This is an optimization exercise on Yosys and OpenROAD, whose aim is small area and a short achievable clock period, not a production implementation.
Where RTL was checked, it was by simulation tests only, not by an equivalence proof against the original.
Power is estimated from default activity; no workload was simulated.

==> 05-01: inputs <==
// TNS_dec_33
module TNS_dec_33(
    input wire clk,
    input wire rst_n,
    input wire [32:0] codein,
    output reg [30 - 1 : 0] dataout
    );
    wire [29:0] sum;
    wire ci3;
    wire ci4;
    wire ci9;
    wire ci10;
    wire ci14;
    wire ci15;
    wire ci16;
    wire ci17;
    wire ci18;
    wire ci19;
    wire ci21;
    wire ci22;
    wire ci23;
    wire ci24;
    wire ci25;
    wire ci26;
    wire ci27;
    wire ci28;
    wire ci29;
    wire ci30;
    wire ci31;
    wire ci32;
    wire s1, c2;
    wire s3, c4;
    wire s5, c6;
    wire s7, c8;
    wire s9, c10;
    wire s11, c12;
    wire s13, c14;
    wire s15, c16;
    wire s17, c18;
    wire s19, c20;
    wire s21, c22;
    wire s23, c24;
    wire s25, c26;
    wire s27, c28;
    wire s29, c30;
    wire s31, c32;
    wire s33, c34;
    wire s35, c36;
    wire s37, c38;
    wire s39, c40;
    wire s41, c42;
    wire s43, c44;
    wire s45, c46;
    wire s47, c48;
  ...
export LEC_CHECK = 0
export ABC_AREA = 1
export CAP_MARGIN = 20
export CORE_MARGIN = 2
export CORE_UTILIZATION = 40
export SETUP_SLACK_MARGIN = 5
export SLEW_MARGIN = 20
export SYNTH_HIERARCHICAL = 1
export SYNTH_MINIMUM_KEEP_SIZE = 0
create_clock -name core_clock -period 12.0 [get_ports {clk}]
standard.sh (not shown) runs the stock make flow with config.mk's settings and CLKGATE_MAP_FILE= SYNTH_SCRIPT=/design/flow/synth_recipe.tcl, a recipe that flattens the netlist after the stock synthesis.
==> flow/flow/run.sh <==
#!/bin/bash
# Standard ORFS layout with two changes: ports get buf_2 buffers instead of
# the resizer's default pick (a delay cell), and CTS uses small clock
# buffers without dummy loads.
set -euo pipefail
cd "$(dirname "$0")/.."
export BUFFER_PORTS_ARGS="-buffer_cell sky130_fd_sc_hd__buf_2"
export CTS_ARGS="-sink_clustering_enable -repair_clock_nets -dont_use_dummy_load -buf_list {sky130_fd_sc_hd__clkbuf_4 sky130_fd_sc_hd__clkbuf_8}"
bash standard.sh > flow_standard.log 2>&1
==> 02-17: changes against 05-01 <==
--- a/flow/config.mk
+++ b/flow/config.mk
@@ -11,3 +11,2 @@
 export CORE_UTILIZATION = 40
-export SETUP_SLACK_MARGIN = 5
 export SLEW_MARGIN = 20
==> comparison table <==
| quantity | 02-17 | 05-01 |
|---|---|---|
| Status | finished clean | finished clean |
| Leak Pwr | 2.696 nW | 2.761 nW |
| Part of the total power dissipated in sequential elements | 12.1% | 10.8% |
| Non-filler instance count after layout | 675 | 692 |
| Design Power | 1.588 mW | 1.783 mW |
| Via total after detailed routing | 3174 | 3255 |
| Power in combinational cells | 1.32 mW | 1.52 mW |
| Part of the power in combinational logic | 83.2% | 85.0% |
| Layout-stage area growth over the synthesis result | 11.41% | 18.29% |
| Fraction of met1 tracks used by global routing | 25.70% | 26.02% |
| Setup repair after global routing missed its margin | no | yes |
| Routing usage on met2 | 30.74% | 31.40% |
| Hold slack | 2.173 ns | 2.175 ns |
| Arrival @ worst endpoint | 7.51 ns | 7.05 ns |
| Wire length per cell | 17.39 um | 17.64 um |
| Worst setup path start | codein[20] | codein[17] |
Function was not checked in any run of this note: the RTL went through the layout flow alone.


==> v2: inputs <==
Another version of the RTL of TNS_dec_33 (not shown whole).
Settings: LEC_CHECK=0, ABC_AREA=1, CAP_MARGIN=20, CORE_MARGIN=2, CORE_UTILIZATION=40, SLEW_MARGIN=20, SYNTH_HIERARCHICAL=1, SYNTH_MINIMUM_KEEP_SIZE=0; clock period 12.0 ns.
Scripts as last shown in full above: flow/flow/run.sh
==> v29: changes against v2 <==
==> flow/run.sh (new file) <==
#!/bin/bash
# synth_recipe.tcl (not shown) runs the flow's synth.tcl, then flattens the netlist and writes it again
# the make line also repeats each setting of config.mk as NAME=value (left out here)
make -C /OpenROAD-flow-scripts/flow DESIGN_CONFIG=/design/flow/config.mk WORK_HOME=/design/flow/orfs CLKGATE_MAP_FILE= SYNTH_SCRIPT=/design/flow/synth_recipe.tcl finish
removed: flow/flow/run.sh
removed: flow/standard.sh
==> comparison <==
Critical path depth is the same in v29 and v2.
Against v29, the sequential share of layout area of v2 is higher by 0.88 points.
Against v29, the routed wire length of v2 is higher by 1.1%.
First-iteration DRC count: v2 is lower than v29 (about 8%).
==> figures <==
                                                                                       v29                       v2
Result of the run                                                  complete, no violations  complete, no violations
Max Clk Rate                                                                    0.1238 GHz               0.1354 GHz
Period minus WS final                                                             8.075 ns                 7.388 ns
Inst Count DP                                                                          721                      720
Wire length of the first global-routing pass                                      20140 um                 20490 um
Routed via count                                                                      3409                     3413
Switching share of total power                                                      48.93%                   52.52%
Fraction of final layout cells with drive strength greater than 1                   4.702%                   15.66%
Worst setup slack after layout                                                    3.925 ns                 4.612 ns
Met1 demand-to-capacity share in global routing                                     24.37%                   25.05%


==> run M: inputs <==
TNS_dec_33, a different RTL version from the one above (not shown whole).
## TNS_dec_33
module TNS_dec_33(
    input wire clk,
    input wire rst_n,
    input wire [32:0] codein,
    output reg [30 - 1 : 0] dataout
    );
    wire [29:0] sum;
    wire ci2;
    wire ci3;
    wire ci4;
    wire ci6;
    wire ci7;
    wire ci8;
    wire ci9;
    wire ci10;
    wire ci12;
    wire ci13;
    wire ci14;
    wire ci15;
    wire ci16;
    wire ci17;
    wire ci18;
    wire ci19;
    wire ci20;
    wire ci21;
    wire ci22;
    wire ci23;
    wire ci24;
    wire ci25;
    wire ci26;
    wire ci27;
    wire ci28;
    wire ci29;
    wire ci30;
    wire ci31;
    wire ci32;
    wire s1, c2;
    wire s3, c4;
    wire s5, c6;
    wire s7, c8;
    wire s9, c10;
    wire s11, c12;
    wire s13, c14;
    wire s15, c16;
    wire s17, c18;
    wire s19, c20;
    wire s21, c22;
    wire s23, c24;
    wire s25, c26;
    wire s27, c28;
    wire s29, c30;
    wire s31, c32;
    wire s33, c34;
    wire s35, c36;
    wire s37, c38;
    wire s39, c40;
    wire s41, c42;
    wire s43, c44;
    wire s45, c46;
    wire s47, c48;
    wire s49, c50;
    wire s51, c52;
    wire s53, c54;
    wire s55, c56;
    wire s57, c58;
    wire s59, c60;
    wire s61, c62;
    wire s63, c64;
    wire s65, c66;
    wire s67, c68;
    wire s69, c70;
    wire s71, c72;
    wire s73, c74;
    wire s75, c76;
    wire s77, c78;
    wire s79, c80;
    wire s81, c82;
    wire s83, c84;
    wire s85, c86;
    wire s87, c88;
    wire s89, c90;
    wire s91, c92;
    wire s93, c94;
    wire s95, c96;
    wire s97, c98;
    wire s99, c100;
    wire s101, c102;
    wire s103, c104;
    wire s105, c106;
    wire s107, c108;
    wire s109, c110;
    wire s111, c112;
    wire s113, c114;
    wire s115, c116;
  ...
==> flow/config.mk <==
export PLATFORM = sky130hd
export DESIGN_NAME = TNS_dec_33
export DESIGN_NICKNAME = TNS_dec_33
export VERILOG_FILES = /design/flow/design.v
export SDC_FILE = /design/flow/constraint.sdc
export NUM_CORES = 4
export LEC_CHECK = 0
export ABC_AREA = 0
export CAP_MARGIN = 20
export CORE_MARGIN = 2
export CORE_UTILIZATION = 40
export SLEW_MARGIN = 20
export SYNTH_HIERARCHICAL = 1
export SYNTH_MINIMUM_KEEP_SIZE = 0
==> flow/constraint.sdc <==
create_clock -name core_clock -period 12.0 [get_ports {clk}]
set_input_delay 2.4000 -clock core_clock [delete_from_list [all_inputs] [get_ports {clk}]]
set_output_delay 2.4000 -clock core_clock [all_outputs]
set_load 0.01 [all_outputs]
==> flow/flow/run.sh <==
#!/bin/bash
# Standard ORFS layout with two changes: ports get buf_2 buffers instead of
# the resizer's default pick (a delay cell), and CTS uses small clock
# buffers without dummy loads.
set -euo pipefail
cd "$(dirname "$0")/.."
export BUFFER_PORTS_ARGS="-buffer_cell sky130_fd_sc_hd__buf_2"
export CTS_ARGS="-sink_clustering_enable -repair_clock_nets -dont_use_dummy_load -buf_list {sky130_fd_sc_hd__clkbuf_4 sky130_fd_sc_hd__clkbuf_8}"
bash standard.sh > flow_standard.log 2>&1
==> run Y (differences from run M) <==
--- a/flow/config.mk
+++ b/flow/config.mk
@@ -5,7 +5,7 @@
 export SDC_FILE = /design/flow/constraint.sdc
 export NUM_CORES = 4
 export LEC_CHECK = 0
-export ABC_AREA = 0
+export ABC_AREA = 1
 export CAP_MARGIN = 20
 export CORE_MARGIN = 2
 export CORE_UTILIZATION = 40
==> run E (differences from run M) <==
==> flow/flow/run.sh (replaced) <==
#!/bin/bash
# Standard ORFS layout with these changes: ports get plain buffers instead of
# the resizer's default pick (a delay cell), resized before detailed placement
# (buf_4 on inputs, buf_1 on outputs); CTS uses small clock buffers without
# dummy loads.
set -euo pipefail
cd "$(dirname "$0")/.."
export BUFFER_PORTS_ARGS="-buffer_cell sky130_fd_sc_hd__buf_2"
export PRE_DETAIL_PLACE_TCL="$PWD/flow/bufsize.tcl"
export CTS_ARGS="-sink_clustering_enable -repair_clock_nets -dont_use_dummy_load -buf_list {sky130_fd_sc_hd__clkbuf_4 sky130_fd_sc_hd__clkbuf_8}"
bash standard.sh > flow_standard.log 2>&1
==> flow/flow/bufsize.tcl (new file) <==
# Resize the port buffers: inputs feed many full adders, outputs only a pad load.
foreach inst [get_cells input*] {
  if {[get_property [get_lib_cells -of_objects $inst] name] == "sky130_fd_sc_hd__buf_2"} {
    replace_cell $inst sky130_fd_sc_hd__buf_4
  }
}
foreach inst [get_cells output*] {
  if {[get_property [get_lib_cells -of_objects $inst] name] == "sky130_fd_sc_hd__buf_2"} {
    replace_cell $inst sky130_fd_sc_hd__buf_1
  }
}
--- a/flow/config.mk
+++ b/flow/config.mk
@@ -5,7 +5,7 @@
 export SDC_FILE = /design/flow/constraint.sdc
 export NUM_CORES = 4
 export LEC_CHECK = 0
-export ABC_AREA = 0
+export ABC_AREA = 1
 export CAP_MARGIN = 20
 export CORE_MARGIN = 2
 export CORE_UTILIZATION = 40
==> summary of the runs <==
- Run M produced a clean layout. Run E completed with no timing, DRC or antenna violations. Run Y produced a clean layout.
- In count of clock-buffer cells in the layout, run E and run M do not differ.
- Hold slack, lowest first: run E, run Y, run M.
- Non-clock buffer count is the same in run M and run E.
- Global-route usage, highest first: run M, run E, run Y.
- Utilization: run M > run E > run Y.
- In area after synthesis, run E and run Y do not differ.
- Between run E and run M, the lower design area is in run M (gap about 4.4%, measured against run M).
- Routed wire length, highest first: run E, run Y, run M.
- Sequential share of layout area: run E < run Y < run M.
- Critical path depth, highest first: run Y, run E, run M.

==> afterwards: timing with drivers on the ports <==
The results above use ideal ports. As a check the final layouts listed here were re-extracted and re-timed, cells and wires unchanged. Step 1 (the two cells are an assumption about what drives the block):
set clk [get_ports {clk}]
set_driving_cell -lib_cell sky130_fd_sc_hd__clkbuf_16 $clk
set_driving_cell -lib_cell sky130_fd_sc_hd__buf_2 [delete_from_list [all_inputs] $clk]
Step 2 moves the port delays by t, midway between the first and last clock arrival at a register: inputs arrive t later, outputs are due t later. That takes back most of the time a late clock gives input paths. Three values: ideal ports, drivers, drivers and shift; two values: the first two.
run | t, ns | setup slack, ns | clock arrival spread, ns | pins driven straight from the clock port
05-01 | 0.320 | 5.135 / 5.131 / 4.811 | 0.015 / 0.016 | 1
02-17 | 0.321 | 4.669 / 4.683 / 4.363 | 0.017 / 0.017 | 1
v2 | 0.324 | 4.612 / 4.618 / 4.294 | 0.022 / 0.021 | 1
v29 | 0.327 | 3.925 / 3.943 / 3.616 | 0.006 / 0.006 | 1
run M | 0.331 | 4.340 / 4.354 / 4.024 | 0.017 / 0.017 | 1
run Y | 0.326 | 4.771 / 4.779 / 4.453 | 0.019 / 0.019 | 1
run E | 0.337 | 4.827 / 4.840 / 4.503 | 0.023 / 0.023 | 1
After both steps every run listed still meets setup and hold.
